What follows belongs to an exercise in optimizing a design on an open flow for small area and a short achievable clock period; a production flow would make more cautious choices.
Where RTL was checked, it was by simulation tests only, not by an equivalence proof against the original.
Function not checked in runs 1 to 3: the RTL went through the layout flow alone.
No activity file was given, so power comes from the tool's default toggle rates.

## flow/config.mk

```make
export PLATFORM = sky130hd
export DESIGN_NAME = processor_top
export DESIGN_NICKNAME = processor_top
export VERILOG_FILES = /design/flow/design.v
export SDC_FILE = /design/flow/constraint.sdc
export NUM_CORES = 4
export LEC_CHECK = 0
export ABC_AREA = 1
export CAP_MARGIN = 20
export CORE_MARGIN = 2
export CORE_UTILIZATION = 40
export SETUP_SLACK_MARGIN = 3
export SLEW_MARGIN = 20
```

## flow/constraint.sdc

```tcl
create_clock -name core_clock -period 8.0 [get_ports {clk}]
set_input_delay 1.6000 -clock core_clock [delete_from_list [all_inputs] [get_ports {clk}]]
set_output_delay 1.6000 -clock core_clock [all_outputs]
set_load 0.01 [all_outputs]
```

## flow/design.v

```verilog
`timescale 1ns / 1ps
module alu (
input [7:0] a,
input [7:0] b,
input binv,
input bz,
input sh_l,
input sh_r,
input rot_l,
input rot_r,
input asr,
input s_add,
input s_mul,
input s_and,
input s_xor,
input s_mov,
output [7:0] res,
output [7:0] ext_res,
output cb
);
wire [7:0] bx = (b & {8{~bz}}) ^ {8{binv}};
wire [8:0] sum = {1'b0, a} + {1'b0, bx} + {8'd0, binv ^ bz};
wire [15:0] prod;
mul8 m0 (.a(a), .b(b), .p(prod));
assign cb = sum[8] ^ binv;
assign ext_res = prod[15:8];
wire [7:0] left = {a[6:0], rot_l & a[7]};
wire [7:0] right = {(rot_r & a[0]) | (asr & a[7]), a[7:1]};
assign res = ({8{sh_l}} & left)
           | ({8{sh_r}} & right)
           | ({8{s_add}} & sum[7:0])
           | ({8{s_mul}} & prod[7:0])
           | ({8{s_and}} & (a & b))
           | ({8{s_xor}} & (a ^ b))
           | ({8{s_mov}} & b);
endmodule
module mul8 (
input [7:0] a,
input [7:0] b,
output [15:0] p
);
wire [9:0] a1 = {2'b0, a};
wire [9:0] a2 = {1'b0, a, 1'b0};
wire [9:0] a3 = a1 + a2;
wire [39:0] r;
genvar k;
generate for (k = 0; k < 4; k = k + 1) begin : g_pp
wire s1 = ~b[2*k+1] & b[2*k];
wire s2 = b[2*k+1] & ~b[2*k];
wire s3 = b[2*k+1] & b[2*k];
assign r[10*k +: 10] = ({10{s1}} & a1) | ({10{s2}} & a2) | ({10{s3}} & a3);
end endgenerate
wire [15:0] r0 = {6'd0, r[9:0]};
wire [15:0] r1 = {4'd0, r[19:10], 2'd0};
wire [15:0] r2 = {2'd0, r[29:20], 4'd0};
wire [15:0] r3 = {r[39:30], 6'd0};
wire [15:0] s1 = r0 ^ r1 ^ r2;
wire [15:0] c1 = ((r0 & r1) | (r0 & r2) | (r1 & r2)) << 1;
wire [15:0] s2 = s1 ^ c1 ^ r3;
wire [15:0] c2 = ((s1 & c1) | (s1 & r3) | (c1 & r3)) << 1;
assign p = s2 + c2;
endmodule
`timescale 1ns / 1ps
module control_unit (
input [7:0] instr,
input cb_in,
output rf_we,
output pc_load,
output halt,
output acc_we,
output ext_we,
output cb_we,
output binv,
output bz,
output sh_l,
output sh_r,
output rot_l,
output rot_r,
output asr,
output s_add,
output s_mul,
output s_and,
output s_xor,
output s_mov
);
wire [3:0] h = instr[7:4];
wire [3:0] l = instr[3:0];
wire z = (h == 4'h0) & ~l[3];
wire is_inc = z & (l[2:0] == 3'd6);
wire is_dec = z & (l[2:0] == 3'd7);
wire is_add = (h == 4'h1);
wire is_sub = (h == 4'h2);
wire is_cmp = (h == 4'h7);
wire is_br  = (h == 4'h8);
wire is_ret = (h == 4'hB);
assign halt = (instr == 8'hFF);
assign rf_we = (h == 4'hA);
assign pc_load = is_ret | (is_br & cb_in);
assign sh_l = z & ((l[2:0] == 3'd1) | (l[2:0] == 3'd4));
assign sh_r = z & ((l[2:0] == 3'd2) | (l[2:0] == 3'd3) | (l[2:0] == 3'd5));
assign rot_l = (l[2:0] == 3'd4);
assign rot_r = (l[2:0] == 3'd3);
assign asr = (l[2:0] == 3'd5);
assign s_add = is_inc | is_dec | is_add | is_sub;
assign s_mul = (h == 4'h3);
assign s_and = (h == 4'h5);
assign s_xor = (h == 4'h6);
assign s_mov = (h == 4'h9);
assign acc_we = sh_l | sh_r | s_add | s_mul | s_and | s_xor | s_mov;
assign ext_we = s_mul;
assign cb_we = s_add | is_cmp;
assign binv = is_sub | is_cmp | is_dec;
assign bz = is_inc | is_dec;
endmodule
`timescale 1ns / 1ps
module program_counter (
input clk,
input rst,
input load,
input hold,
input [3:0] adr_in,
output reg [4:0] pc
);
always @(posedge clk or posedge rst) begin
if (rst)
pc <= 5'b00000;
else if (load)
pc <= {1'b0, adr_in};
else if (!hold)
pc <= pc + 5'd1;
end
endmodule
`timescale 1ns / 1ps
module register_file (
input clk,
input rst,
input [3:0] adr,
input [7:0] w_data,
input we,
output [7:0] r_data
);
reg [7:0] regs [0:15];
assign r_data = regs[adr];
integer i;
always @(posedge clk or posedge rst) begin
if (rst)
for (i = 0; i < 16; i = i + 1)
regs[i] <= i;
else if (we)
regs[adr] <= w_data;
end
endmodule
`timescale 1ns / 1ps
module processor_top (
input clk,
input rst,
input [7:0] instr_in,
output [4:0] pc_out,
output [7:0] acc_out,
output [7:0] ext_out,
output cb_out,
output halt_out
);
wire [3:0] n = instr_in[3:0];
wire [7:0] rf_data;
wire [7:0] alu_res;
wire [7:0] alu_ext;
wire alu_cb;
wire rf_we, pc_load, halt, acc_we, ext_we, cb_we;
wire binv, bz, sh_l, sh_r, rot_l, rot_r, asr;
wire s_add, s_mul, s_and, s_xor, s_mov;
reg [7:0] acc;
reg [7:0] ext;
reg cb;
control_unit cu0 (
.instr(instr_in),
.cb_in(cb),
.rf_we(rf_we),
.pc_load(pc_load),
.halt(halt),
.acc_we(acc_we),
.ext_we(ext_we),
.cb_we(cb_we),
.binv(binv),
.bz(bz),
.sh_l(sh_l),
.sh_r(sh_r),
.rot_l(rot_l),
.rot_r(rot_r),
.asr(asr),
.s_add(s_add),
.s_mul(s_mul),
.s_and(s_and),
.s_xor(s_xor),
.s_mov(s_mov)
);
program_counter pc0 (
.clk(clk),
.rst(rst),
.load(pc_load),
.hold(halt),
.adr_in(n),
.pc(pc_out)
);
register_file rf0 (
.clk(clk),
.rst(rst),
.adr(n),
.w_data(acc),
.we(rf_we),
.r_data(rf_data)
);
alu alu0 (
.a(acc),
.b(rf_data),
.binv(binv),
.bz(bz),
.sh_l(sh_l),
.sh_r(sh_r),
.rot_l(rot_l),
.rot_r(rot_r),
.asr(asr),
.s_add(s_add),
.s_mul(s_mul),
.s_and(s_and),
.s_xor(s_xor),
.s_mov(s_mov),
.res(alu_res),
.ext_res(alu_ext),
.cb(alu_cb)
);
always @(posedge clk or posedge rst) begin
if (rst) begin
acc <= 8'b0;
ext <= 8'b0;
cb <= 1'b0;
end else begin
if (acc_we)
acc <= alu_res;
if (ext_we)
ext <= alu_ext;
if (cb_we)
cb <= alu_cb;
end
end
assign halt_out = halt;
assign acc_out = acc;
assign ext_out = ext;
assign cb_out = cb;
endmodule
```

## flow/flow/run.sh

```bash
#!/bin/bash
# Standard layout, but synthesis leaves full and half adders to ABC as plain
# gates instead of mapping them to the library's fa/ha cells.
set -euo pipefail
export ADDER_MAP_FILE=
bash standard.sh finish > flow.log 2>&1
```

## flow/standard.sh

```bash
#!/bin/bash
# synth_recipe.tcl (not shown) runs the flow's synth.tcl, then flattens the netlist and writes it again
# the make line also repeats each setting of config.mk as NAME=value (left out here)
make -C /OpenROAD-flow-scripts/flow DESIGN_CONFIG=/design/flow/config.mk WORK_HOME=/design/flow/orfs CLKGATE_MAP_FILE= SYNTH_SCRIPT=/design/flow/synth_recipe.tcl "${@:-finish}"
```

==> results of run 1 <==
[state kept, by name, indices dropped and copies added, names as in the netlist]
signal	flops
pc0.pc	5
cb	1
ext	8
acc	8
rf0.regs	128
[layout make-up]
type | instances | area share [%]
clock inverter | 14 | 1.311
sequential | 150 | 32.05
tap | 330 | 3.488
clock buffer | 18 | 3.625
inverter | 118 | 3.826
timing repair buffer | 75 | 6.130
multi-input combinational | 1265 | 49.51
timing repair inverter | 1 | 0.06342
[report_power, final]
part	internal, mW	switching [mW]
clock network	0.443	0.390
logic	0.272	0.570
registers	0.868	0.116
total	1.58	1.08
[logic make-up after synthesis]
family	share of synthesized area (%)
buffers and inverters	7.046
xor gates and xnor gates	1.191
and+or+nand+nor	42.18
DFF	37.22
AOI/OAI and AO/OA	12.36
[metrics by stage]
stage | instance area, um2 | hold slack, ns | setup WS (ns) | instances
2_1_floorplan | 10200 | 0.4534 | 3.703 | 1593
3_3_place_gp | 10700 | 0.4629 | 1.900 | 1899
3_5_place_dp | 10700 | 0.4708 | 1.894 | 1899
4_1_cts | 11520 | 0.4898 | 3.015 | 1945
5_1_grt | 11840 | 0.5044 | 2.893 | 1971
6_report | 11840 | 0.4842 | 3.274 | 1971
[cells in the final DEF (no fill, tap or decap), types with 5 or more instances in the layout]
cell,synthesis,final
nand4_1,15,15
nand3b_1,11,11
a21oi_1,19,19
o21ai_0,166,166
inv_6,0,5
dfstp_2,32,32
inv_1,104,101
nand2_1,600,593
clkdlybuf4s50_1,0,28
nand3_1,178,178
nand2_2,7,11
buf_4,7,35
clkbuf_16,0,17
buf_12,0,8
or2_2,5,5
nor2_2,13,14
dfrtp_1,118,118
nor3_1,8,7
xnor2_1,5,5
o22ai_1,7,7
inv_2,12,12
nor2_4,7,21
xor2_1,7,7
clkinvlp_4,0,6
nor2_1,173,159
[worst max-delay path, cell delays in order]
cell and delay [ns]:
clkdlybuf4s50_1 0.52, nand2_1 0.14, inv_1 0.08, nand4_1 0.12, inv_1 0.11, clkdlybuf4s50_1 0.56
[what timing repair did]
action | in CTS | in global routing
gates resized for setup | 26 | 38
setup endpoints to repair | 15 | 14
buffers inserted | 14 | 24
pin swaps | 8 | 13
cloned | 0 | 2
[layer usage]
metal | up-vias | global-route usage [%]
met5 | - | 0
met4 | 0 | 7.536
met3 | 50 | 4.266
met2 | 432 | 38.43
met1 | 4910 | 38.30
li1 | 5221 | -
[worst min path at each step]
| stage | start | to | slack (ns) | depth (start not counted) |
|---|---|---|---|---|
| 3_5_place_dp | ext[7] | ext[7] | 0.47 | 2 |
| 4_1_cts | rf0.regs[5][1] | rf0.regs[5][1] | 0.49 | 2 |
| 5_1_grt | ext[7] | ext[7] | 0.50 | 2 |
| 6_report | ext[7] | ext[7] | 0.48 | 2 |
| 3_3_place_gp | ext[7] | ext[7] | 0.46 | 2 |
| 2_1_floorplan | rf0.regs[10][2] | rf0.regs[10][2] | 0.45 | 2 |
==> flow_summary.ini, run 1 <==
[detailed_routing]
wl_met1_um = 16010
first_iter_violations = 1371
routed_wl_um = 34160
drc = 0
dr.pass1.iters = 6
route.met2.wl_um = 14590
routed_via_density = 5.385
post_drt_wl_per_cell_um = 17.33
detail-route-antenna-nets = 0
top_layer_used = met4
vias = 10613
met3_length_um = 2752

[power_and_ir_drop]
p_leak_nw = 5.889
ir_drop_mv = 0.1183
p_total_mw = 2.660
p_per_area_nw_per_um2 = 224.7

[floorplanning]
core_um2 = 25110
num_rows = 58
initial_core_util_pct = 40.59
ios = 33
die_x_um = 163.6
die_height_um = 163.6
dieArea_um2 = 26770

[worst_setup_path]
cp.required_ns = 6.40
endpoint = halt_out
startpoint = instr_in[4]
reg2reg_depth = 23
critPathKind = in -> out
endpoint_kind = output port
worstPathArrival_ns = 3.13
r2r_start = acc[3]
crit_fanout = 6
cp-start-kind = input pin
reg2reg_to = ext[5]
reg2reg_slack_ns = 3.77

[clocking]
cts_root_buffer = clkbuf_16
cts_tree = done
cts_sinks = 150
cts.path.max_buffers = 2
numCtsBuffers = 17
cts.reportedPaths.clkPinSlew_ns = 0.08
htreeDepth = 4
insertion_delay_ns = 0.44
ctsHoldBuffers = 0

[synthesis]
synth_area_leaders = dfrtp_1, nand2_1, nand3_1, dfstp_2, o21ai_0
ys_seq_area_share_pct = 37.22
synth_commonest_cells = nand2_1, nand3_1, nor2_1
postSynthCellCount = 1593
synth_top_area_share_pct = 28.97
synth_top_area_cell = dfrtp_1
syn_nets = 1603
synthDistinctLibCells = 46
synth_edf_count = 0
ys_async_sr_fraction_pct = 100.0
yosysMostFrequentCell = nand2_1
ys_seq_elements = 150
synthFlopType = dfrtp_1
yosysWarnings = 4
synth.avg_cell_area_um2 = 6.398
syn_area_um2 = 10190

[global_route]
grt.overflow.total = 0
grt_pass1_vias = 9479
antenna_found_initial = 0
grt_pass1_wl_um = 53410
grt_usage_pct = 25.81
grt_max_degree = 151

[timing]
maxSlewHeadroom_pct = 26.44
setup_viol = 0
hold_viol = 0
finalCritPeriodShare_pct = 59.07
setup-tns-final_ns = 0
fmax_mhz = 211.6
rsz0062_at_grt = yes
worst_slew_pin_slew_ns = 1.102
fin_crit_ns = 4.726
final.setup_skew_ns = 0.02362
drv_slew = 0

[cells_and_area]
layout-drive-gt1-share_pct = 11.82
fill_cells = 2630
final_nets = 1638
register_area_um2 = 3794
insertedDiodeCount = 0
post-route-util_pct = 47.14
syn_to_final_growth_pct = 16.14
multi_input_area_um2 = 5861

[min_path]
min_path_type = reg -> reg

[placed_design]
dp_hpwl_um = 23300
gp_congestion = 0.8859
portBuffers = 32

[status]
status = no timing/DRC/antenna violations

[job]
cap_viol_max_count = 0
==> run 2: changes to the inputs <==
--- a/flow/config.mk
+++ b/flow/config.mk
@@ -11,3 +11,3 @@
 export CORE_UTILIZATION = 40
-export SETUP_SLACK_MARGIN = 3
+export SETUP_SLACK_MARGIN = 3.6
 export SLEW_MARGIN = 20
==> run 2 against run 1 <==
Compared with the run above:
- clock skew shrank 0.0039 ns
- via count grew 5.1%
- global-route usage grew 0.57 points
- design area grew 12%
- sequential share of layout area shrank 3.5 points
- first-iteration DRC count shrank 3.1%
- total power grew 6.2%
- critical endpoint is now ext[4]
==> flow_summary.ini, run 2 <==
[detailed_routing]
dr.pass1.iters = 6
vias = 11156
routed_via_density = 5.523
detail-route-antenna-nets = 0
first_iter_violations = 1328
drc = 0
post_drt_wl_per_cell_um = 17.99
routed_wl_um = 36350

[floorplanning]
ios = 33
core_um2 = 25110
initial_core_util_pct = 40.59
die_height_um = 163.6
dieArea_um2 = 26770
num_rows = 58
die_x_um = 163.6

[synthesis]
synth_commonest_cells = nand2_1, nand3_1, nor2_1
synthDistinctLibCells = 46
synth_area_leaders = dfrtp_1, nand2_1, nand3_1, dfstp_2, o21ai_0
syn_nets = 1603
yosysMostFrequentCell = nand2_1
syn_area_um2 = 10190
synth_edf_count = 0
synth_top_area_cell = dfrtp_1
synthFlopType = dfrtp_1
postSynthCellCount = 1593
synth.avg_cell_area_um2 = 6.398
ys_async_sr_fraction_pct = 100.0
ys_seq_area_share_pct = 37.22
ys_seq_elements = 150
synth_top_area_share_pct = 28.97
yosysWarnings = 4

[power_and_ir_drop]
p_leak_nw = 6.369
ir_drop_mv = 0.1195
comb_power_share_pct = 35.5
p_per_area_nw_per_um2 = 212.9
p_total_mw = 2.825
p_sw_mw = 1.175
internal_power_mw = 1.650
clockPowerShare_pct = 29.5
switching_share_pct = 41.60
seqPwrFrac_pct = 35.0

[cells_and_area]
reg.largest.list = rf0.regs x128, acc x8, ext x8
final_nets = 1687
layout_common_cells = nand2_1, o21ai_0, nand3_1
insertedDiodeCount = 0
largest-register = rf0.regs
fill_cells = 2489
layout-drive-gt1-share_pct = 26.86
mostFrequentLayoutCell = nand2_1
largest_reg_flops = 128
syn_to_final_growth_pct = 30.16

[timing]
maxSlewHeadroom_pct = 23.30
final.setup_skew_ns = 0.01975
setup_viol = 0
rsz0062_at_grt = yes
hold_viol = 0
fmax_mhz = 229.2
setup-tns-final_ns = 0
drv_slew = 0
worst_slew_pin_slew_ns = 1.149
fin_crit_ns = 4.363
finalCritPeriodShare_pct = 54.54

[placed_design]
gp_congestion = 0.8859
dp_hpwl_um = 23300
portBuffers = 32

[worst_setup_path]
crit_buf_inv = 5
cp.required_ns = 8.33
slowest_delay_ns = 0.19
worstPathArrival_ns = 4.69
endpoint_kind = flop
cp.depth = 31
crit_fanout = 6
cp-start-kind = input pin
slowest_stage = nor2_4
critPathKind = in -> reg
reg2reg_to = ext[7]
reg2reg_slack_ns = 3.83
reg2reg_depth = 25
crit_path_frequent_cell = nand2_1
cpLargestDelayFamily = simple AND/OR/NAND/NOR gates
r2r_start = acc[3]

[global_route]
antenna_found_initial = 0
grt_usage_pct = 26.39
grt_pass1_vias = 9719
grt.overflow.total = 0
grt_pass1_wl_um = 54720
grt_max_degree = 151

[clocking]
cts.path.max_buffers = 2
ctsHoldBuffers = 0
htreeDepth = 4
cts.reportedPaths.clkPinSlew_ns = 0.08
cts_sinks = 150
insertion_delay_ns = 0.44
numCtsBuffers = 17
cts_tree = done
cts_root_buffer = clkbuf_16

[min_path]
holdCritStartpoint = ext[7]
min_path_type = reg -> reg
hold_end = ext[7]
hold_depth = 2

[status]
status = no timing/DRC/antenna violations

[job]
cap_viol_max_count = 0
[run 2: cell counts after synthesis]
No cell type changed its count.
[run 2: layout make-up]
| class | count | area [um2] | area share [%] |
|---|---|---|---|
| tap | 330 | 412.9 | 3.112 |
| sequential | 150 | 3794 | 28.60 |
| clock buffer | 18 | 429.2 | 3.235 |
| inverter | 118 | 470.5 | 3.546 |
| timing repair buffer | 124 | 1185 | 8.931 |
| clock inverter | 14 | 155.1 | 1.169 |
| timing repair inverter | 1 | 7.507 | 0.05659 |
| multi-input combinational | 1265 | 6813 | 51.35 |
[run 2: cell families (layout without fill, tap and decap cells)]
kind of cell              Yosys count  after routing  share of synthesized area (%)
xor gates and xnor gates           13             13                          1.191
AOI/OAI and AO/OA                 227            227                          12.36
DFF                               150            150                          37.22
and+or+nand+nor                  1024           1025                          42.18
buffers and inverters             179            275                          7.046
[run 2: per-stage QoR]
stage	util, %	hold WS (ns)	std cells	worst slack (ns)	instance area (um2)
after floorplan	-	0.4534	1593	3.703	10200
after global placement	42.63	0.4629	1899	1.900	10700
after detailed placement	42.63	0.4708	1899	1.894	10700
after CTS	47.71	0.4898	1975	3.571	11980
after global routing	52.84	0.4962	2020	3.438	13270
final	52.84	0.4762	2020	3.637	13270
[run 2: routing by layer]
layer	GRT usage, %	up-vias	wire length [um]
li1	-	5325	-
met1	38.77	5194	16290
met2	39.40	541	15890
met3	4.647	96	3149
met4	7.935	0	1019
met5	0	-	0
[run 2: how the worst max path moves through the flow]
stage / slack [ns] / endpoint / startpoint
floorplan: 3.70 / ext[4] / instr_in[2]
detailed placement: 1.89 / ext[4] / instr_in[2]
global route: 3.44 / ext[7] / instr_in[3]
global placement: 1.90 / ext[4] / instr_in[2]
CTS: 3.57 / halt_out / instr_in[4]
finish: 3.64 / ext[4] / instr_in[3]
[run 2: repair_timing]
| action | CTS | global route |
|---|---|---|
| setup buffers | 42 | 44 |
| setup endpoints to repair | 18 | 15 |
| gates resized for setup | 100 | 278 |
| endpoints found under the hold margin | 0 | 0 |
| pin swaps | 24 | 97 |
| gates cloned | 2 | 1 |
[run 2: worst register-to-register path: stages, from the launching register on]
cell	delay, ns
dfrtp_1	0.75
inv_1	0.65
nand2_1	0.21
o21ai_0	0.17
inv_1	0.14
nand4_1	0.15
a21oi_1	0.37
nand3_1	0.20
inv_1	0.08
nand2_1	0.09
nand2_2	0.08
nand2_1	0.06
nand2_2	0.11
nand2_1	0.06
nand2_1	0.09
nand2_1	0.07
nand2_2	0.11
nand2_2	0.07
inv_2	0.08
nand2_4	0.07
o21a_1	0.22
nand2_2	0.10
nand2_2	0.05
nand3_2	0.05
nand2_1	0.05
nand2_1	0.06
[run 2: power by group through the flow]
stage,logic (mW),registers [mW],clock network [mW]
floorplan,0.549,0.947,0
global placement,0.787,0.991,0
detailed placement,0.788,0.993,0
CTS,0.839,0.980,0.841
global route,1.10,0.997,0.876
finish,1.00,0.988,0.833
==> run 3: changes to the inputs <==
==> flow/flow/run.sh (replaced) <==
#!/bin/bash
# Standard layout (the standard.sh) with two changes:
# - synthesis leaves full and half adders to ABC as plain gates instead of
#   mapping them to the library's slow fa/ha cells;
# - the port buffers that placement inserts are buf_2 cells.
set -euo pipefail
export ADDER_MAP_FILE=
export BUFFER_PORTS_ARGS="-buffer_cell sky130_fd_sc_hd__buf_2"
bash standard.sh finish > flow.log 2>&1
--- a/flow/config.mk
+++ b/flow/config.mk
@@ -11,3 +11,4 @@
 export CORE_UTILIZATION = 40
-export SETUP_SLACK_MARGIN = 3.6
+export CTS_BUF_LIST = sky130_fd_sc_hd__clkbuf_8
+export SETUP_SLACK_MARGIN = 3
 export SLEW_MARGIN = 20
==> run 3 against run 2 <==
Compared with the run above:
- still clean on timing, DRC and antenna
- design area down 14%
- die area is the same
- clock-buffer cell count down 1
- via count is 2.8% lower
- synthesized cell count did not move
- clock power down 23%
- combinational power shrank 18%
- wire length fell by 2.8%
- critical endpoint is now ext[6]
- largest cell class unchanged
- highest routed layer unchanged
==> flow_summary.ini, run 3 <==
[floorplanning]
core_um2 = 25110
die_height_um = 163.6
initial_core_util_pct = 40.59
num_rows = 58
ios = 33
die_x_um = 163.6
dieArea_um2 = 26770

[worst_setup_path]
worstPathArrival_ns = 5.15
cp-start-kind = input pin
crit_path_frequent_cell = nand2_1
critPathKind = in -> reg
slowest_stage = nor2_1
slowest_delay_ns = 0.36
cp.required_ns = 8.37
endpoint_kind = flop
crit_fanout = 9

[timing]
fmax_mhz = 209.5
hold_ws_ns = 0.4845
final.setup_skew_ns = 0.01778
maxSlewHeadroom_pct = 27.13
setup_ws_ns = 3.226
setup-tns-final_ns = 0
worst_slew_pin_slew_ns = 1.092
rsz0062_at_grt = yes
finalCritPeriodShare_pct = 59.67
fin_crit_ns = 4.774
hold_viol = 0
setup_viol = 0
drv_slew = 0

[synthesis]
ys_seq_elements = 150
synth_commonest_cells = nand2_1, nand3_1, nor2_1
syn_nets = 1603
synthDistinctLibCells = 46
synth.avg_cell_area_um2 = 6.398
synth_area_leaders = dfrtp_1, nand2_1, nand3_1, dfstp_2, o21ai_0
postSynthCellCount = 1593
yosysWarnings = 4
ys_async_sr_fraction_pct = 100.0
synth_top_area_cell = dfrtp_1
yosysMostFrequentCell = nand2_1
synthFlopType = dfrtp_1
ys_seq_area_share_pct = 37.22
syn_area_um2 = 10190
synth_top_area_share_pct = 28.97
synth_edf_count = 0

[cells_and_area]
final_nets = 1625
insertedDiodeCount = 0
stdcell_count = 1958
layout_common_cells = nand2_1, nand3_1, o21ai_0
largest_reg_flops = 128
reg.largest.list = rf0.regs x128, acc x8, ext x8
layout-drive-gt1-share_pct = 12.71
syn_to_final_growth_pct = 11.69
largest-register = rf0.regs
mostFrequentLayoutCell = nand2_1
fin_area_um2 = 11380
post-route-util_pct = 45.34

[power_and_ir_drop]
internal_power_mw = 1.367
ir_drop_mv = 0.1080
p_total_mw = 2.440
p_sw_mw = 1.073
p_per_area_nw_per_um2 = 214.4
comb_power_share_pct = 33.7
switching_share_pct = 43.96
clockPowerShare_pct = 26.3
seqPwrFrac_pct = 40.1
p_leak_nw = 5.747

[detailed_routing]
drc = 0
detail-route-antenna-nets = 0
vias = 10839
routed_wl_um = 35340
post_drt_wl_per_cell_um = 18.05
dr.pass1.iters = 7
routed_via_density = 5.536
first_iter_violations = 1516

[job]
cap_viol_max_count = 0

[clocking]
htreeDepth = 4
cts_sinks = 150
cts.path.max_buffers = 2
cts_root_buffer = clkbuf_8
numCtsBuffers = 17
insertion_delay_ns = 0.47
cts.reportedPaths.clkPinSlew_ns = 0.11
cts_tree = done

[min_path]
min_path_type = reg -> reg

[global_route]
grt_pass1_wl_um = 54060
grt.overflow.total = 0
grt_max_degree = 72
grt_usage_pct = 26.23
antenna_found_initial = 0
grt_pass1_vias = 9735

[placed_design]
placed_cells = 1903
dp_hpwl_um = 24180
place_ws_ns = 2.290
portBuffers = 32
gp_congestion = 0.9324
post_dp_cell_area_um2 = 10560

[status]
status = no timing/DRC/antenna violations
[run 3: cell counts after synthesis]
No cell type changed its count.
[run 3: cells by family (layout without fill, tap and decap cells)]
| logic type | Yosys count | count (layout) | share of synthesized area (%) |
|---|---|---|---|
| DFF | 150 | 150 | 37.22 |
| and+or+nand+nor | 1024 | 1027 | 42.18 |
| buffers and inverters | 179 | 211 | 7.046 |
| AOI/OAI and AO/OA | 227 | 227 | 12.36 |
| xor gates and xnor gates | 13 | 13 | 1.191 |
[run 3: per-layer routing]
layer / track usage [%] / vias up / part of all wire (%)
met4: 8.453 / 0 / 2.9
met3: 5.180 / 86 / 8.8
met2: 39.71 / 504 / 43
met5: 0 / - / 0
li1: - / 5216 / -
met1: 37.54 / 5033 / 46
[run 3: layout make-up]
type,instances,area (um2)
Clock buffer,17,234.0
Clock inverter,15,176.4
Fill cell,2643,13730
Inverter,118,456.7
Multi-Input combinational cell,1267,5869
Sequential cell,150,3794
Tap cell,330,412.9
Timing Repair Buffer,61,440.4
[run 3: power by group through the flow]
stage	combinational (mW)	clock, mW	sequential [mW]
after floorplan	0.549	0	0.947
after global placement	0.766	0	0.985
after detailed placement	0.773	0	0.988
after CTS	0.777	0.645	0.974
after global routing	0.913	0.674	0.989
final	0.822	0.641	0.978
[run 3: critical path, delay by kind of cell]
kind / cells / cell delay [ns]
buf+inv: 3 / 0.57
compound gates: 1 / 0.14
simple gates: 21 / 2.80
[run 3: path summary, 6_finish.rpt]
path	from	endpoint	slack, ns	cells after the start
worst max-delay path	instr_in[0]	ext[6]	3.23	25
worst min-delay path	ext[4]	ext[4]	0.48	2
worst max register to register	acc[3]	ext[5]	3.64	23
worst min register to register	ext[4]	ext[4]	0.48	2
max in group asynchronous	rst	rf0.regs[4][5]	5.44	3
min in group asynchronous	rst	pc0.pc[4]	1.19	2
[run 3: what timing repair did]
item / CTS / global route
hold buffers: 0 / 0
gates cloned: 0 / 3
pin swaps: 0 / 12
resized for setup: 4 / 43
setup endpoints to repair: 7 / 11
setup buffers: 0 / 20
==> run 4: changes to the inputs <==
--- a/flow/design.v
+++ b/flow/design.v
@@ -132,3 +132,2 @@
 endmodule
-`timescale 1ns / 1ps
 module register_file (
@@ -142,4 +141,18 @@
 reg [7:0] regs [0:15];
-assign r_data = regs[adr];
 integer i;
+wire [3:0] lo = 4'd1 << adr[1:0];
+wire [3:0] hi = 4'd1 << adr[3:2];
+reg [7:0] g [0:3];
+reg [7:0] rd;
+integer k, m;
+always @(*) begin
+  rd = 8'd0;
+  for (k = 0; k < 4; k = k + 1) begin
+    g[k] = 8'd0;
+    for (m = 0; m < 4; m = m + 1)
+      g[k] = g[k] | ({8{lo[m]}} & regs[4*k+m]);
+    rd = rd | ({8{hi[k]}} & g[k]);
+  end
+end
+assign r_data = rd;
 always @(posedge clk or posedge rst) begin
--- a/flow/config.mk
+++ b/flow/config.mk
@@ -12,3 +12,3 @@
 export CTS_BUF_LIST = sky130_fd_sc_hd__clkbuf_8
-export SETUP_SLACK_MARGIN = 3
+export SETUP_SLACK_MARGIN = 3.9
 export SLEW_MARGIN = 20
==> run 4 against run 3 <==
Compared with the run above:
- still clean on timing, DRC and antenna
- worst setup slack improved by 0.65 ns
- combinational power increased by 14%
- hold slack improved by 0.0042 ns
- area after synthesis increased by 3.3%
- die area increased by 3.2%
- critical path depth decreased by 21
- sequential share of layout area decreased by 3.7 points
- total power increased by 0.51%
- sequential power decreased by 1%
- clock-buffer cell count increased by 1
- sequential cell count unchanged
==> flow_summary.ini, run 4 <==
[timing]
maxSlewHeadroom_pct = 26.78
worst_slew_pin_slew_ns = 1.088
setup-tns-final_ns = 0
fmax_mhz = 242.6
drv_slew = 0
setup_ws_ns = 3.878
fin_crit_ns = 4.122
rsz0062_at_grt = yes
hold_viol = 0
setup_viol = 0
finalCritPeriodShare_pct = 51.53
final.setup_skew_ns = 0.02926

[cells_and_area]
layout_common_cells = nand2_1, nand3_1, o21ai_0
largest_reg_flops = 128
largest-register = rf0.regs
fill_cells = 2599
post-route-util_pct = 49.33
layout-drive-gt1-share_pct = 25.63
stdcell_count = 2005
syn_to_final_growth_pct = 21.73
mostFrequentLayoutCell = nand2_1
insertedDiodeCount = 0
reg.largest.list = rf0.regs x128, acc x8, ext x8
final_nets = 1667

[synthesis]
ys_seq_elements = 150
muxShareOfSynthArea_pct = 0
yosysMostFrequentCell = nand2_1
synth_area_leaders = dfrtp_1, nand2_1, nand3_1, o21ai_0, dfstp_2
ys_async_sr_fraction_pct = 100.0
synth_top_family_by_area = simple AND/OR/NAND/NOR gates
synthAdderAreaFrac_pct = 0
yosys.area_share.simple_pct = 40.93
synth_commonest_cells = nand2_1, nand3_1, o21ai_0
syn_area_um2 = 10530
synth-compound-area-share_pct = 13.59
synthDistinctLibCells = 47
yosysWarnings = 5
synth_top_area_cell = dfrtp_1
synth_edf_count = 0
synth_top_area_share_pct = 28.04
syn_nets = 1611
ys_seq_area_share_pct = 36.03
postSynthCellCount = 1601
synth.avg_cell_area_um2 = 6.577
synthFlopType = dfrtp_1
synth_xor_area_share_pct = 0.8317

[global_route]
grt_usage_pct = 24.53
grt.overflow.total = 0
grt_max_degree = 151
grt_pass1_vias = 9981
antenna_found_initial = 1
grt_pass1_wl_um = 54160

[clocking]
cts_sinks = 150
numCtsBuffers = 17
cts_root_buffer = clkbuf_8
cts.path.max_buffers = 2
cts.reportedPaths.clkPinSlew_ns = 0.10
cts_tree = done
insertion_delay_ns = 0.49
htreeDepth = 4
ctsHoldBuffers = 0

[min_path]
min_path_type = reg -> reg
hold_depth = 2
hold_end = ext[3]
holdCritStartpoint = ext[3]

[floorplanning]
die_height_um = 166.3
dieArea_um2 = 27640
core_um2 = 25980
initial_core_util_pct = 40.52
die_x_um = 166.3
ios = 33
num_rows = 59

[power_and_ir_drop]
p_leak_nw = 6.220
switching_share_pct = 43.80
comb_power_share_pct = 38.1
ir_drop_mv = 0.1329
p_sw_mw = 1.074
seqPwrFrac_pct = 39.3
internal_power_mw = 1.378
p_per_area_nw_per_um2 = 191.3
clockPowerShare_pct = 22.6

[detailed_routing]
routed_via_density = 5.515
post_drt_wl_per_cell_um = 17.73
dr.pass1.iters = 5
first_iter_violations = 1071
vias = 11057
drc = 0
detail-route-antenna-nets = 0
routed_wl_um = 35550

[worst_setup_path]
crit_fanout = 6
r2r_start = acc[4]
reg2reg_depth = 24
critPathKind = in -> out
reg2reg_slack_ns = 4.06
cp.required_ns = 6.40
reg2reg_to = acc[7]
cp-start-kind = input pin
worstPathArrival_ns = 2.52
endpoint_kind = output port

[placed_design]
place_ws_ns = 2.502
gp_congestion = 0.9022
placed_cells = 1905
portBuffers = 32
dp_hpwl_um = 22360

[status]
status = no timing/DRC/antenna violations

[job]
cap_viol_max_count = 0
[run 4: what timing repair did]
action | 4_1_cts | 5_1_grt
resized for setup | 71 | 199
buffers inserted | 23 | 36
cloned | 4 | 5
pin swaps | 17 | 75
setup endpoints to repair | 18 | 16
[run 4: final cells by class]
type / instances / area [um2] / area share (%)
Timing Repair Buffer: 111 / 1060 / 8.268
Clock inverter: 14 / 101.3 / 0.7906
Multi-Input combinational cell: 1252 / 6680 / 52.11
Tap cell: 335 / 419.2 / 3.270
Sequential cell: 150 / 3794 / 29.60
Inverter: 125 / 516.7 / 4.031
Clock buffer: 18 / 247.7 / 1.933
[run 4: routing by layer]
| layer | vias up | wire length (um) | global-route usage [%] |
|---|---|---|---|
| li1 | 5362 | - | - |
| met1 | 5222 | 15870 | 33.69 |
| met2 | 402 | 16470 | 39.46 |
| met3 | 69 | 2394 | 4.957 |
| met4 | 2 | 799 | 6.822 |
| met5 | - | 13 | 0 |
[run 4: power groups by stage]
stage	sequential (mW)	clock, mW	combinational [mW]
floorplan	0.935	0	0.548
global placement	0.971	0	0.750
detailed placement	0.972	0	0.760
CTS	0.958	0.565	0.808
global route	0.976	0.596	1.02
finish	0.965	0.554	0.934
[run 4: through the flow]
stage               cell area, um2  hold WS [ns]  total power, mW
global placement             10790        0.4596            1.721
CTS                          11710        0.4919            2.332
detailed placement           10790        0.4664            1.732
floorplan                    10530        0.4527            1.483
finish                       12820        0.4887            2.453
global route                 12820        0.5128            2.591
[run 4: cell families after synthesis]
family / after synthesis
and+or+nand+nor: 977
buffers and inverters: 202
DFF: 150
xor gates and xnor gates: 10
AOI/OAI and AO/OA: 262
[run 4: how the worst max path moves through the flow]
stage                            from       end  slack (ns)  depth (start not counted)
after global routing      instr_in[1]    acc[7]        3.69                         26
after floorplan           instr_in[0]    ext[4]        3.94                         26
after global placement    instr_in[1]        cb        2.27                         20
after detailed placement  instr_in[0]    ext[4]        2.50                         26
final                     instr_in[3]  halt_out        3.88                          4
after CTS                 instr_in[3]    ext[6]        3.90                         27
[run 4: worst max-delay path, stage by stage]
cell and delay [ns]:
buf_2 0.21, nand2_2 0.21, nor4_4 0.32, buf_2 0.18
==> run 5: changes to the inputs <==
--- a/flow/config.mk
+++ b/flow/config.mk
@@ -12,3 +12,3 @@
 export CTS_BUF_LIST = sky130_fd_sc_hd__clkbuf_8
-export SETUP_SLACK_MARGIN = 3.9
+export SETUP_SLACK_MARGIN = 3
 export SLEW_MARGIN = 20
==> run 5 against run 4 <==
Compared with the run above:
- fmax down 12%
- hold slack got worse by 0.0012 ns
- sequential cell count unchanged
- critical path type is now in -> reg
- highest routed layer unchanged
- sequential power decreased by 0.5%
- clock-buffer cell count unchanged
- worst setup slack got worse by 0.58 ns
- total power decreased by 6.8%
- die area is the same
- largest cell class unchanged
- clock power barely moved
- global-route usage is 0.87 points lower
==> flow_summary.ini, run 5 <==
[timing]
fmax_mhz = 212.5
drv_slew = 0
rsz0062_at_grt = no
hold_ws_ns = 0.4875
fin_crit_ns = 4.706
final.setup_skew_ns = 0.02571
setup-tns-final_ns = 0
worst_slew_pin_slew_ns = 1.094
hold_viol = 0
maxSlewHeadroom_pct = 26.98
finalCritPeriodShare_pct = 58.83
setup_viol = 0

[detailed_routing]
drc = 0
post_drt_wl_per_cell_um = 16.75
routed_wl_um = 32570
routed_via_density = 5.378
detail-route-antenna-nets = 0
first_iter_violations = 1100
vias = 10461
dr.pass1.iters = 6

[global_route]
grt_pass1_vias = 9667
met1_usage_pct = 32.92
busiest_layer = met2
grt_pass1_wl_um = 52400
grt_usage_pct = 23.66
antenna_found_initial = 1
use_met2_pct = 38.08
grt.overflow.total = 0
grt_util_met3_pct = 4.409
grt_max_degree = 151

[placed_design]
dp_hpwl_um = 22360
portBuffers = 32
gp_congestion = 0.9022
post_dp_cell_area_um2 = 10790
placed_cells = 1905

[worst_setup_path]
worstPathArrival_ns = 5.09
endpoint_kind = flop
cp.required_ns = 8.38
cp-start-kind = input pin
crit_fanout = 37
critPathKind = in -> reg

[clocking]
htreeDepth = 4
numCtsBuffers = 17
cts.path.max_buffers = 2
ctsHoldBuffers = 0
cts_sinks = 150
cts_root_buffer = clkbuf_8
insertion_delay_ns = 0.48
cts.reportedPaths.clkPinSlew_ns = 0.11
cts_tree = done

[power_and_ir_drop]
p_leak_nw = 5.636
ir_drop_mv = 0.1250
p_per_area_nw_per_um2 = 203.2
p_total_mw = 2.286

[synthesis]
synth_top_area_cell = dfrtp_1
synth_xor_area_share_pct = 0.8317
ys_seq_area_share_pct = 36.03
postSynthCellCount = 1601
yosysMostFrequentCell = nand2_1
synth_edf_count = 0
synth_top_family_by_area = simple AND/OR/NAND/NOR gates
syn_nets = 1611
synthAdderAreaFrac_pct = 0
synth.avg_cell_area_um2 = 6.577
yosys.area_share.simple_pct = 40.93
synth_top_area_share_pct = 28.04
yosysWarnings = 5
muxShareOfSynthArea_pct = 0
synth_commonest_cells = nand2_1, nand3_1, o21ai_0
synth_area_leaders = dfrtp_1, nand2_1, nand3_1, o21ai_0, dfstp_2
synthFlopType = dfrtp_1
synthDistinctLibCells = 47
synth-compound-area-share_pct = 13.59
ys_async_sr_fraction_pct = 100.0
ys_seq_elements = 150
syn_area_um2 = 10530

[status]
status = no timing/DRC/antenna violations

[cells_and_area]
largest-register = rf0.regs
layout-drive-gt1-share_pct = 12.80
syn_to_final_growth_pct = 6.832
fin_area_um2 = 11250
mostFrequentLayoutCell = nand2_1
layout_common_cells = nand2_1, nand3_1, o21ai_0
reg.largest.list = rf0.regs x128, acc x8, ext x8
final_nets = 1606
largest_reg_flops = 128
fill_cells = 2741
stdcell_count = 1945

[floorplanning]
die_x_um = 166.3
core_um2 = 25980
initial_core_util_pct = 40.52
die_height_um = 166.3
dieArea_um2 = 27640
num_rows = 59
ios = 33

[min_path]
min_path_type = reg -> reg

[job]
cap_viol_max_count = 0
run 5: cell counts after synthesis:
No cell type changed its count.
run 5: layer usage:
metal	part of all wire [%]	vias to the layer above
met5	0.037	-
met4	1.6	2
met3	6.6	47
met2	46	354
li1	-	5238
met1	46	4820
run 5: what timing repair did:
| item | CTS | global route |
|---|---|---|
| buffers inserted | 0 | 7 |
| resized for setup | 0 | 17 |
| setup endpoints to repair | 0 | 16 |
run 5: worst paths after layout:
check	startpoint	to	slack (ns)	depth (start not counted)
setup / recovery	instr_in[0]	ext[4]	3.29	27
hold / removal	ext[3]	ext[3]	0.49	2
setup reg to reg	acc[4]	ext[4]	4.00	26
hold reg to reg	ext[3]	ext[3]	0.49	2
max in group asynchronous	rst	rf0.regs[4][1]	5.98	3
min in group asynchronous	rst	pc0.pc[4]	1.32	3
run 5: critical path: stages:
cell and delay (ns):
clkbuf_4 0.29, buf_8 0.31, nand2_2 0.13, inv_4 0.20, nand2_1 0.09, nand2_1 0.10, o21ai_0 0.09, nand2_1 0.23
inv_1 0.07, nand2_1 0.28, nand2_1 0.11, xor2_1 0.21, inv_1 0.06, nand2_1 0.10, nand2_1 0.06, nand2_1 0.09
nand2_1 0.07, nand2_2 0.10, nand2_2 0.09, nor2_1 0.21, nand2_1 0.10, nand2_2 0.11, nand3_1 0.10, nand2_1 0.07
nand2_1 0.05, nand3_1 0.08, nand2_1 0.05
run 5: logic make-up (layout without fill, tap and decap cells):
kind of cell    count (synthesis)  in the layout
compound gates                262            262
xor+xnor                       10             10
buf+inv                       202            210
flops                         150            150
other cells                     0              1
simple gates                  977            977
run 5: cell type report:
type | count | area (um2) | share of cell area, %
antenna | 1 | 2.502 | 0.02224
clock buffer | 18 | 247.7 | 2.202
clock inverter | 14 | 101.3 | 0.9009
inverter | 125 | 480.5 | 4.271
multi-input combinational | 1249 | 5844 | 51.95
sequential | 150 | 3794 | 33.72
tap | 335 | 419.2 | 3.726
timing repair buffer | 53 | 360.3 | 3.203
run 5: power by group:
group	switching [mW]	internal, mW
Clock	0.328	0.225
Sequential	0.102	0.858
Combinational	0.557	0.217
Total	0.987	1.30
run 5: through the flow:
stage / utilization (%) / setup WS [ns]
5_1_grt: 43.28 / 3.006
2_1_floorplan: - / 3.938
4_1_cts: 42.87 / 3.021
3_3_place_gp: 41.51 / 2.272
6_report: 43.29 / 3.294
3_5_place_dp: 41.53 / 2.502
==> run 6: changes to the inputs <==
--- a/flow/config.mk
+++ b/flow/config.mk
@@ -12,3 +12,4 @@
 export CTS_BUF_LIST = sky130_fd_sc_hd__clkbuf_8
-export SETUP_SLACK_MARGIN = 3
+export PLACE_DENSITY = 0.8
+export SETUP_SLACK_MARGIN = 3.3
 export SLEW_MARGIN = 20
==> run 6 against run 5 <==
Compared with the run above:
- still clean on timing, DRC and antenna
- clock power increased by 3%
- worst setup slack improved by 0.20 ns
- cell count shrank 0.31%
- critical endpoint is now acc[7]
- largest cell class unchanged
==> flow_summary.ini, run 6 <==
[clocking]
htreeDepth = 4
cts_tree = done
ctsHoldBuffers = 0
cts.path.max_buffers = 2
cts.reportedPaths.clkPinSlew_ns = 0.11
cts_root_buffer = clkbuf_8
cts_sinks = 150
numCtsBuffers = 17
insertion_delay_ns = 0.47

[placed_design]
portBuffers = 32
post_dp_cell_area_um2 = 10730
dp_hpwl_um = 21060
gp_congestion = 0.9373
placed_cells = 1897

[cells_and_area]
reg.largest.list = rf0.regs x128, acc x8, ext x8
stdcell_count = 1939
layout-drive-gt1-share_pct = 13.22
post-route-util_pct = 43.63
insertedDiodeCount = 0
mostFrequentLayoutCell = nand2_1
largest_reg_flops = 128
fill_cells = 2644
fin_area_um2 = 11340
largest-register = rf0.regs
syn_to_final_growth_pct = 7.664
layout_common_cells = nand2_1, nand3_1, o21ai_0
final_nets = 1601

[floorplanning]
num_rows = 59
die_x_um = 166.3
initial_core_util_pct = 40.52
core_um2 = 25980
ios = 33
die_height_um = 166.3
dieArea_um2 = 27640

[min_path]
holdCritStartpoint = ext[3]
hold_depth = 2
min_path_type = reg -> reg
hold_end = ext[3]

[synthesis]
yosys.area_share.simple_pct = 40.93
synth_commonest_cells = nand2_1, nand3_1, o21ai_0
postSynthCellCount = 1601
synth_edf_count = 0
yosysMostFrequentCell = nand2_1
synth_top_family_by_area = simple AND/OR/NAND/NOR gates
ys_seq_elements = 150
syn_nets = 1611
synth.avg_cell_area_um2 = 6.577
ys_seq_area_share_pct = 36.03
synth_top_area_share_pct = 28.04
yosysWarnings = 5
synth_top_area_cell = dfrtp_1
synthFlopType = dfrtp_1
synthDistinctLibCells = 47
ys_async_sr_fraction_pct = 100.0
synth-compound-area-share_pct = 13.59
synthAdderAreaFrac_pct = 0
syn_area_um2 = 10530
synth_area_leaders = dfrtp_1, nand2_1, nand3_1, o21ai_0, dfstp_2
synth_xor_area_share_pct = 0.8317
muxShareOfSynthArea_pct = 0

[worst_setup_path]
crit_path_frequent_cell = nand2_1
cp.depth = 25
crit_buf_inv = 5
cp-start-kind = input pin
crit_fanout = 16
slowest_stage = nand2_1
cp.required_ns = 8.36
reg2reg_depth = 25
slowest_delay_ns = 0.30
reg2reg_slack_ns = 3.77
r2r_start = acc[6]
endpoint_kind = flop
reg2reg_to = ext[5]
cpLargestDelayFamily = simple AND/OR/NAND/NOR gates
critPathKind = in -> reg
worstPathArrival_ns = 4.87

[global_route]
grt.overflow.total = 0
grt_usage_pct = 22.56
grt_max_degree = 151
grt_pass1_wl_um = 51170
antenna_found_initial = 1
grt_pass1_vias = 10143

[timing]
setup-tns-final_ns = 0
fin_crit_ns = 4.510
hold_ws_ns = 0.4848
finalCritPeriodShare_pct = 56.37
drv_slew = 0
maxSlewHeadroom_pct = 27.62
worst_slew_pin_slew_ns = 1.076
hold_viol = 0
rsz0062_at_grt = yes
setup_viol = 0
fmax_mhz = 221.7
final.setup_skew_ns = 0.02749

[power_and_ir_drop]
ir_drop_mv = 0.1591
p_per_area_nw_per_um2 = 203.3
p_leak_nw = 5.624

[detailed_routing]
first_iter_violations = 1235
detail-route-antenna-nets = 0
routed_wl_um = 31320
drc = 0
vias = 10852
dr.pass1.iters = 9
post_drt_wl_per_cell_um = 16.15
routed_via_density = 5.597

[status]
status = no timing/DRC/antenna violations

[job]
cap_viol_max_count = 0
-- run 6: cell counts after synthesis --
No cell type changed its count.
-- run 6: final cells by class --
cell class	count	area [um2]	area share, %
Sequential cell	150	3795	33.47
Timing Repair inverter	2	10.01	0.08829
Clock inverter	13	115.1	1.015
Timing Repair Buffer	45	356.6	3.145
Tap cell	335	419.2	3.697
Inverter	125	488.0	4.304
Multi-Input combinational cell	1250	5892	51.97
Clock buffer	19	261.5	2.307
-- run 6: power by group --
group | switching, mW | internal (mW)
logic | 0.546 | 0.217
registers | 0.116 | 0.858
clock network | 0.327 | 0.241
total | 0.989 | 1.32
-- run 6: timing repair --
action                     in CTS  in global routing
resized for setup               7                 24
buffers inserted                0                  7
setup endpoints to repair      17                 17
hold endpoints to repair        0                  0
pin swaps                       1                  5
cloned                          1                  2
-- run 6: per-layer routing --
layer / GRT usage, % / share of wire (%) / up-vias
met5: 0 / 0.042 / -
met4: 10.64 / 4.3 / 2
met3: 4.361 / 9.3 / 119
met2: 36.12 / 45 / 568
met1: 29.50 / 41 / 4939
li1: - / - / 5224
-- run 6: per-stage QoR --
step                worst slack (ns)  total power, mW
floorplan                      3.938            1.483
global placement               2.443            1.684
detailed placement             2.345            1.702
CTS                            3.306            2.264
global route                   3.247            2.438
finish                         3.490            2.304
-- run 6: how the worst max path moves through the flow --
| stage | start | to | slack (ns) |
|---|---|---|---|
| finish | instr_in[3] | acc[7] | 3.49 |
| detailed placement | instr_in[1] | ext[4] | 2.35 |
| floorplan | instr_in[0] | ext[4] | 3.94 |
| CTS | instr_in[1] | acc[7] | 3.31 |
| global placement | instr_in[1] | ext[4] | 2.44 |
| global route | instr_in[1] | ext[5] | 3.25 |
-- run 6: logic make-up (layout without fill, tap and decap cells) --
family	count (synthesis)	after routing
AND/OR/NAND/NOR	977	978
AO/OA/AOI/OAI	262	262
buffers and inverters	202	204
flip-flops	150	150
XOR/XNOR	10	10
-- run 6: worst register-to-register path, delay by kind of cell (launching register included) --
family                 cells  cell delay, ns
buffers and inverters      3            0.81
and+or+nand+nor           22            2.54
DFF                        1            0.80
==> run 7: changes to the inputs <==
--- a/flow/config.mk
+++ b/flow/config.mk
@@ -12,3 +12,2 @@
 export CTS_BUF_LIST = sky130_fd_sc_hd__clkbuf_8
-export PLACE_DENSITY = 0.8
 export SETUP_SLACK_MARGIN = 3.3
==> run 7 against run 6 <==
Compared with the run above:
- global-route usage rose by 1.3 points
- via count down 2.3%
- sequential share of layout area decreased by 0.21 points
- highest routed layer unchanged
- critical endpoint is now ext[4]
- register-to-register slack improved by 0.16 ns
- largest power group unchanged
- hold slack improved by 0.0029 ns
- synthesized cell count unchanged
- core utilization grew 0.26 points
- sequential power fell by 1%
- first-iteration DRC count down 17%
==> flow_summary.ini, run 7 <==
[detailed_routing]
first_iter_violations = 1023
routed_wl_um = 33200
vias = 10602
routed_via_density = 5.429
post_drt_wl_per_cell_um = 17.00
dr.pass1.iters = 7
detail-route-antenna-nets = 0
drc = 0

[worst_setup_path]
worstPathArrival_ns = 4.82
endpoint_kind = flop
critPathKind = in -> reg
cp-start-kind = input pin
crit_fanout = 19
cp.required_ns = 8.39

[global_route]
antenna_found_initial = 1
grt_pass1_vias = 9739
grt_usage_pct = 23.81
grt_max_degree = 151
grt.overflow.total = 0
grt_pass1_wl_um = 52720

[floorplanning]
die_x_um = 166.3
ios = 33
initial_core_util_pct = 40.52
num_rows = 59
dieArea_um2 = 27640
core_um2 = 25980
die_height_um = 166.3

[cells_and_area]
layout-drive-gt1-share_pct = 13.72
reg.largest.list = rf0.regs x128, acc x8, ext x8
syn_to_final_growth_pct = 8.306
stdcell_count = 1953
final_nets = 1615
largest-register = rf0.regs
insertedDiodeCount = 0
mostFrequentLayoutCell = nand2_1
layout_common_cells = nand2_1, nand3_1, o21ai_0
largest_reg_flops = 128

[timing]
setup_viol = 0
rsz0062_at_grt = no
fin_crit_ns = 4.426
maxSlewHeadroom_pct = 28.49
setup-tns-final_ns = 0
worst_slew_pin_slew_ns = 1.071
fmax_mhz = 225.9
finalCritPeriodShare_pct = 55.32
drv_slew = 0
final.setup_skew_ns = 0.02952
hold_viol = 0

[power_and_ir_drop]
p_leak_nw = 5.708
p_per_area_nw_per_um2 = 201.9
ir_drop_mv = 0.1324

[placed_design]
gp_congestion = 0.9022
dp_hpwl_um = 22360
placed_cells = 1905
portBuffers = 32

[synthesis]
postSynthCellCount = 1601
yosysMostFrequentCell = nand2_1
syn_area_um2 = 10530
synth_edf_count = 0
yosysWarnings = 5
synthDistinctLibCells = 47
ys_seq_elements = 150
synth_top_area_share_pct = 28.04
synthFlopType = dfrtp_1
ys_async_sr_fraction_pct = 100.0
synth_commonest_cells = nand2_1, nand3_1, o21ai_0
ys_seq_area_share_pct = 36.03
syn_nets = 1611
synth.avg_cell_area_um2 = 6.577
synth_top_area_cell = dfrtp_1
synth_area_leaders = dfrtp_1, nand2_1, nand3_1, o21ai_0, dfstp_2

[clocking]
cts_sinks = 150
cts.path.max_buffers = 2
htreeDepth = 4
insertion_delay_ns = 0.49
cts_tree = done
numCtsBuffers = 17
cts.reportedPaths.clkPinSlew_ns = 0.11
cts_root_buffer = clkbuf_8

[min_path]
min_path_type = reg -> reg

[job]
cap_viol_max_count = 0

[status]
status = no timing/DRC/antenna violations
run 7: changes by cell type in the layout (fill, tap and decap cells not counted), sizes merged:
| cell | before | now |
|---|---|---|
| clkinv | 5 | 3 |
| clkbuf | 19 | 20 |
| inv | 127 | 130 |
| buf | 45 | 60 |
| clkinvlp | 8 | 6 |
| nor2 | 128 | 127 |
run 7: cell type report:
cell class	count	area, um2
timing repair buffer	62	480.5
multi-input combinational	1249	5873
sequential	150	3794
clock buffer	18	247.7
fill	2735	14580
inverter	125	489.2
clock inverter	14	101.3
tap	335	419.2
run 7: per-stage QoR:
stage / instance area (um2) / total power, mW / utilization, % / hold WS [ns] / setup WS [ns]
final: 11400 / 2.303 / 43.89 / 0.4876 / 3.574
after global routing: 11400 / 2.446 / 43.89 / 0.5117 / 3.295
after CTS: 11240 / 2.290 / 43.24 / 0.4919 / 3.305
after detailed placement: 10790 / 1.732 / 41.53 / 0.4664 / 2.502
after global placement: 10790 / 1.721 / 41.51 / 0.4596 / 2.272
after floorplan: 10530 / 1.483 / - / 0.4527 / 3.938
run 7: power by group:
group / internal (mW) / switching (mW)
sequential: 0.858 / 0.103
clock: 0.225 / 0.329
combinational: 0.226 / 0.562
total: 1.31 / 0.994
run 7: path summary, 6_finish.rpt:
path / startpoint / endpoint / slack [ns] / cells past startpoint
min in group asynchronous: rst / pc0.pc[4] / 1.32 / 3
max: instr_in[0] / ext[4] / 3.57 / 27
min reg2reg: ext[3] / ext[3] / 0.49 / 2
max in group asynchronous: rst / rf0.regs[4][1] / 5.99 / 3
max reg2reg: acc[4] / ext[4] / 3.93 / 26
min: ext[3] / ext[3] / 0.49 / 2
run 7: cell families (layout without fill, tap and decap cells):
| family | count (synthesis) | after routing | synth area share [%] |
|---|---|---|---|
| AND/OR/NAND/NOR | 977 | 977 | 40.93 |
| buffers and inverters | 202 | 219 | 8.615 |
| XOR/XNOR | 10 | 10 | 0.8318 |
| flip-flops | 150 | 150 | 36.03 |
| AO/OA/AOI/OAI | 262 | 262 | 13.59 |
run 7: worst max-delay path, stage by stage:
cell and delay [ns]:
buf_6 0.21, nor2_4 0.07, buf_4 0.19, nand2_1 0.07, nand2_1 0.05, o21ai_1 0.22, nand2_1 0.21, inv_2 0.09
nand2_2 0.20, nand3_1 0.19, inv_1 0.05, nor2_1 0.14, nand2_1 0.12, nand3_1 0.09, nand2_1 0.08, nand3_1 0.13
nand2_1 0.07, nand2_1 0.11, nand2_2 0.10, nor2_1 0.23, nand2_1 0.10, nand2_2 0.11, nand3_1 0.10, nand2_1 0.07
nand2_1 0.05, nand3_1 0.08, nand2_1 0.05
run 7: routing by layer:
layer	track usage [%]	up-vias	routed length, um
met1	33.04	4905	15280
li1	-	5261	-
met2	38.39	380	15060
met4	5.997	2	557
met3	4.552	54	2292
met5	0	-	12
run 7: repair_timing:
item,in CTS,in global routing
setup endpoints to repair,12,17
buffers inserted,8,6
resized for setup,12,18
hold buffers,0,0
pin swaps,2,3
gates cloned,0,2
==> run 8: changes to the inputs <==
--- a/flow/config.mk
+++ b/flow/config.mk
@@ -12,3 +12,3 @@
 export CTS_BUF_LIST = sky130_fd_sc_hd__clkbuf_8
-export SETUP_SLACK_MARGIN = 3.3
+export SETUP_SLACK_MARGIN = 3.6
 export SLEW_MARGIN = 20
==> run 8 against run 7 <==
Compared with the run above:
- sequential power is essentially flat
- combinational power grew 3.3%
- largest power group unchanged
- core utilization rose by 1.0 points
- sequential share of layout area decreased by 0.76 points
- wire length increased by 2.0%
- fmax is 4.6% higher
- critical endpoint is now halt_out
- clock power barely moved
- largest cell class unchanged
- critical path type is now in -> out
- critical path depth is 22 lower
- cell count increased by 0.61%
==> flow_summary.ini, run 8 <==
[cells_and_area]
largest_reg_flops = 128
register_area_um2 = 3794
syn_to_final_growth_pct = 10.85
largest-register = rf0.regs
post-route-util_pct = 44.92
layout-drive-gt1-share_pct = 15.84
mostFrequentLayoutCell = nand2_1
multi_input_area_um2 = 6030
fill_cells = 2714
reg.largest.list = rf0.regs x128, acc x8, ext x8
final_nets = 1626
layout_common_cells = nand2_1, nand3_1, o21ai_0

[placed_design]
gp_congestion = 0.9022
dp_hpwl_um = 22360
place_ws_ns = 2.502
portBuffers = 32

[synthesis]
synth.avg_cell_area_um2 = 6.577
synth_area_leaders = dfrtp_1, nand2_1, nand3_1, o21ai_0, dfstp_2
synth_commonest_cells = nand2_1, nand3_1, o21ai_0
syn_nets = 1611
muxShareOfSynthArea_pct = 0
synth_top_family_by_area = simple AND/OR/NAND/NOR gates
synthFlopType = dfrtp_1
yosys.area_share.simple_pct = 40.93
ys_seq_elements = 150
yosysWarnings = 5
synthAdderAreaFrac_pct = 0
synthDistinctLibCells = 47
synth_xor_area_share_pct = 0.8317
synth-compound-area-share_pct = 13.59
ys_seq_area_share_pct = 36.03
synth_top_area_cell = dfrtp_1
syn_area_um2 = 10530
synth_edf_count = 0
synth_top_area_share_pct = 28.04
yosysMostFrequentCell = nand2_1
ys_async_sr_fraction_pct = 100.0
postSynthCellCount = 1601

[detailed_routing]
post_drt_wl_per_cell_um = 17.24
first_iter_violations = 1214
dr.pass1.iters = 6
vias = 10694
routed_wl_um = 33870
detail-route-antenna-nets = 0
routed_via_density = 5.442
drc = 0

[clocking]
cts_root_buffer = clkbuf_8
ctsHoldBuffers = 0
insertion_delay_ns = 0.49
htreeDepth = 4
cts_tree = done
cts.path.max_buffers = 2
numCtsBuffers = 17
cts.reportedPaths.clkPinSlew_ns = 0.10
cts_sinks = 150

[global_route]
grt_pass1_vias = 9741
grt_pass1_wl_um = 52790
grt.overflow.total = 0
antenna_found_initial = 1
grt_usage_pct = 23.84
grt_max_degree = 151

[timing]
drv_slew = 0
finalCritPeriodShare_pct = 52.90
fin_crit_ns = 4.232
final.setup_skew_ns = 0.02658
maxSlewHeadroom_pct = 27.78
rsz0062_at_grt = yes
setup_viol = 0
hold_viol = 0
setup_ws_ns = 3.768
worst_slew_pin_slew_ns = 1.073
setup-tns-final_ns = 0
fmax_mhz = 236.3

[power_and_ir_drop]
p_leak_nw = 5.795
ir_drop_mv = 0.1336
p_per_area_nw_per_um2 = 199.9

[floorplanning]
core_um2 = 25980
ios = 33
num_rows = 59
dieArea_um2 = 27640
die_height_um = 166.3
die_x_um = 166.3
initial_core_util_pct = 40.52

[worst_setup_path]
endpoint_kind = output port
worstPathArrival_ns = 2.63
critPathKind = in -> out
cp.required_ns = 6.40
cp-start-kind = input pin
crit_fanout = 19

[job]
cap_viol_max_count = 0

[status]
status = no timing/DRC/antenna violations

[min_path]
min_path_type = reg -> reg
==> run 8: cell count changes in the layout (fill, tap and decap cells not counted), sizes merged <==
cell,delta
buf,+7
nor2,+3
clkinvlp,-1
diode,+1
inv,+1
nand2,+1
==> run 8: stage by stage <==
stage	hold WS [ns]	area [um2]	power, mW	cells
floorplan	0.4527	10530	1.483	1601
global placement	0.4596	10790	1.721	1904
detailed placement	0.4664	10790	1.732	1905
CTS	0.4919	11280	2.293	1945
global route	0.5117	11670	2.472	1964
finish	0.4883	11670	2.333	1965
==> run 8: what timing repair did <==
action / CTS / global route
pin swaps: 2 / 12
cloned: 0 / 6
endpoints found under the setup margin: 17 / 17
buffers inserted: 8 / 13
resized for setup: 23 / 55
==> run 8: area by class of cell <==
| type | count | area share, % |
|---|---|---|
| clock buffer | 18 | 2.122 |
| timing repair buffer | 69 | 4.995 |
| multi-input combinational | 1253 | 51.66 |
| sequential | 150 | 32.50 |
| clock inverter | 14 | 0.8683 |
| inverter | 125 | 4.245 |
| tap | 335 | 3.591 |
| antenna | 1 | 0.02144 |
==> run 8: path summary, 6_finish.rpt <==
path                                   from              to  slack (ns)  depth (start not counted)
worst max-delay path            instr_in[0]        halt_out        3.77                          5
max in group asynchronous               rst  rf0.regs[4][1]        6.01                          3
worst max register to register       acc[4]          ext[4]        4.11                         26
worst min-delay path                 ext[3]          ext[3]        0.49                          2
worst min register to register       ext[3]          ext[3]        0.49                          2
min in group asynchronous               rst       pc0.pc[4]        1.32                          3
==> run 8: worst max-delay path, stage by stage <==
cell,delay (ns)
buf_12,0.15
buf_12,0.19
nand2_2,0.12
nor4_2,0.35
buf_2,0.19
==> run 8: where the power goes <==
| part | total (mW) | internal [mW] | switching (mW) | leakage, nW |
|---|---|---|---|---|
| clock | 0.557 | 0.225 | 0.332 | 0.178 |
| sequential | 0.961 | 0.858 | 0.103 | 1.93 |
| combinational | 0.814 | 0.238 | 0.576 | 3.69 |
| total | 2.33 | 1.32 | 1.01 | 5.79 |
==> run 8: kinds of logic (layout without fill, tap and decap cells) <==
family | after synthesis | count (layout)
other | 0 | 1
AOI/OAI and AO/OA | 262 | 262
and+or+nand+nor | 977 | 981
DFF | 150 | 150
buffers and inverters | 202 | 226
xor gates and xnor gates | 10 | 10
==> run 8: routing by layer <==
metal  GRT usage, %  part of all wire (%)  vias to the layer above
li1               -                     -                     5284
met5              0                     0                        -
met1          33.04                    45                     4955
met3          4.600                   6.8                       51
met2          38.44                    46                      404
met4          6.034                   1.7                        0
==> run 9: changes to the inputs <==
--- a/flow/config.mk
+++ b/flow/config.mk
@@ -8,3 +8,3 @@
 export ABC_AREA = 1
-export CAP_MARGIN = 20
+export CAP_MARGIN = 5
 export CORE_MARGIN = 2
@@ -13,2 +13,2 @@
 export SETUP_SLACK_MARGIN = 3.6
-export SLEW_MARGIN = 20
+export SLEW_MARGIN = 5
==> run 9 against run 8 <==
Compared with the run above:
- still clean on timing, DRC and antenna
- area after synthesis stayed put
- core utilization increased by 0.32 points
- non-clock buffer count is 2 higher
- fmax barely moved
- synthesized cell count did not move
- global-route usage hardly changed
- hold slack better by 0.0026 ns
- total power grew 2.3%
- wire length down 0.38%
- first-iteration DRC count fell by 8.0%
==> flow_summary.ini, run 9 <==
[placed_design]
post_dp_cell_area_um2 = 10790
portBuffers = 32
gp_congestion = 0.9022
dp_hpwl_um = 22310

[floorplanning]
ios = 33
core_um2 = 25980
dieArea_um2 = 27640
initial_core_util_pct = 40.52
die_height_um = 166.3
die_x_um = 166.3
num_rows = 59

[synthesis]
synth_xor_area_share_pct = 0.8317
ys_async_sr_fraction_pct = 100.0
yosys.area_share.simple_pct = 40.93
synth_top_family_by_area = simple AND/OR/NAND/NOR gates
synth_edf_count = 0
muxShareOfSynthArea_pct = 0
synthFlopType = dfrtp_1
synth.avg_cell_area_um2 = 6.577
yosysWarnings = 5
syn_nets = 1611
synthAdderAreaFrac_pct = 0
synth_top_area_cell = dfrtp_1
synth_top_area_share_pct = 28.04
ys_seq_elements = 150
synth_area_leaders = dfrtp_1, nand2_1, nand3_1, o21ai_0, dfstp_2
syn_area_um2 = 10530
synthDistinctLibCells = 47
yosysMostFrequentCell = nand2_1
synth_commonest_cells = nand2_1, nand3_1, o21ai_0
postSynthCellCount = 1601
ys_seq_area_share_pct = 36.03
synth-compound-area-share_pct = 13.59

[timing]
hold_viol = 0
fmax_mhz = 236.1
final.setup_skew_ns = 0.03035
worst_slew_pin_slew_ns = 1.151
fin_crit_ns = 4.235
setup-tns-final_ns = 0
setup_viol = 0
rsz0062_at_grt = yes
drv_slew = 0
finalCritPeriodShare_pct = 52.94
maxSlewHeadroom_pct = 22.54

[clocking]
insertion_delay_ns = 0.49
cts.path.max_buffers = 2
cts_root_buffer = clkbuf_8
cts_sinks = 150
cts_tree = done
htreeDepth = 4
numCtsBuffers = 17
cts.reportedPaths.clkPinSlew_ns = 0.11

[power_and_ir_drop]
p_leak_nw = 5.840
p_per_area_nw_per_um2 = 203.0
ir_drop_mv = 0.1177

[min_path]
min_path_type = reg -> reg

[global_route]
use_met2_pct = 38.08
grt_usage_pct = 23.89
grt.overflow.total = 0
busiest_layer = met2
grt_max_degree = 151
grt_pass1_wl_um = 52990
met1_usage_pct = 33.19
antenna_found_initial = 1
grt_pass1_vias = 9703
grt_util_met3_pct = 3.813

[worst_setup_path]
crit_path_frequent_cell = buf_12
slowest_stage = nor4_2
crit_chain = buf_12, buf_12, nand2_2, nor4_2, buf_2
slowest_delay_ns = 0.35
worstPathArrival_ns = 2.63
cp.required_ns = 6.40
critPathKind = in -> out
endpoint_kind = output port
cp-start-kind = input pin
crit_fanout = 19

[detailed_routing]
drc = 0
detail-route-antenna-nets = 0
first_iter_violations = 1117
routed_wl_um = 33740
dr.pass1.iters = 7
vias = 10725
routed_via_density = 5.461
post_drt_wl_per_cell_um = 17.18

[cells_and_area]
fill_cells = 2689
syn_to_final_growth_pct = 11.63
reg.largest.list = rf0.regs x128, acc x8, ext x8
insertedDiodeCount = 0
layout-drive-gt1-share_pct = 16.39
final_nets = 1626
largest-register = rf0.regs
mostFrequentLayoutCell = nand2_1
multi_input_area_um2 = 6047
register_area_um2 = 3794
layout_common_cells = nand2_1, nand3_1, o21ai_0
largest_reg_flops = 128
fin_area_um2 = 11760

[status]
status = no timing/DRC/antenna violations

[job]
cap_viol_max_count = 0
## run 9: cell count changes in the layout (fill, tap and decap cells not counted), moves of 3 or more
| cell | change |
|---|---|
| clkinv_2 | +3 |
| clkinvlp_4 | -3 |
| inv_1 | -3 |
| nor2_2 | -3 |
| buf_4 | +3 |
## run 9: what timing repair did
item	CTS	global route
endpoints found under the setup margin	18	17
gates cloned	1	3
setup buffers	10	14
hold buffers	0	0
pin swaps	3	16
gates resized for setup	25	58
## run 9: worst paths after layout
check	startpoint	to	slack [ns]	cells after the start
setup / recovery	instr_in[0]	halt_out	3.77	5
hold / removal	ext[4]	ext[4]	0.49	2
setup reg to reg	acc[4]	ext[4]	4.08	26
hold reg to reg	ext[4]	ext[4]	0.49	2
max in group asynchronous	rst	rf0.regs[4][1]	6.00	3
min in group asynchronous	rst	rf0.regs[12][6]	1.31	3
## run 9: worst max-delay path: cells and delay by family
family	cells	cell delay (ns)
buffers and inverters	3	0.53
AND/OR/NAND/NOR	2	0.48
## run 9: logic make-up (layout without fill, tap and decap cells)
family | after synthesis | after routing
xor gates and xnor gates | 10 | 10
DFF | 150 | 150
buffers and inverters | 202 | 228
AOI/OAI and AO/OA | 262 | 262
and+or+nand+nor | 977 | 979
## run 9: power by group
part,internal [mW],switching [mW],total (mW)
clock network,0.264,0.343,0.607
registers,0.858,0.103,0.962
logic,0.240,0.577,0.818
total,1.36,1.02,2.39
## run 9: routing by layer
metal,vias up,part of all wire [%]
met3,68,6.0
li1,5277,-
met5,-,0.039
met4,2,2.7
met2,386,46
met1,4992,46
## run 9: area by class of cell
cell class / instances / share of cell area (%)
clock buffer: 18 / 2.108
clock inverter: 14 / 1.181
inverter: 125 / 4.183
multi-input combinational: 1251 / 51.44
sequential: 150 / 32.27
tap: 335 / 3.566
timing repair buffer: 71 / 5.247
## run 9: per-stage QoR
step                      hold slack, ns  std cells  setup slack, ns  total power, mW  utilization [%]
after floorplan                   0.4527       1601            3.938            1.483                -
after global placement            0.4596       1904            2.272            1.721            41.51
after detailed placement          0.4652       1904            2.250            1.734            41.51
after CTS                         0.4925       1947            3.606            2.347            43.74
after global routing              0.5057       1964            3.509            2.524            45.24
final                             0.4908       1964            3.765            2.386            45.24

Setup slack of run 9, layout unchanged: 3.765 ns with ideal ports, 3.696 ns with driving cells assumed (clock clkbuf_16, inputs buf_2), 3.270 ns with port delays also shifted by the 0.514 ns mid clock arrival.
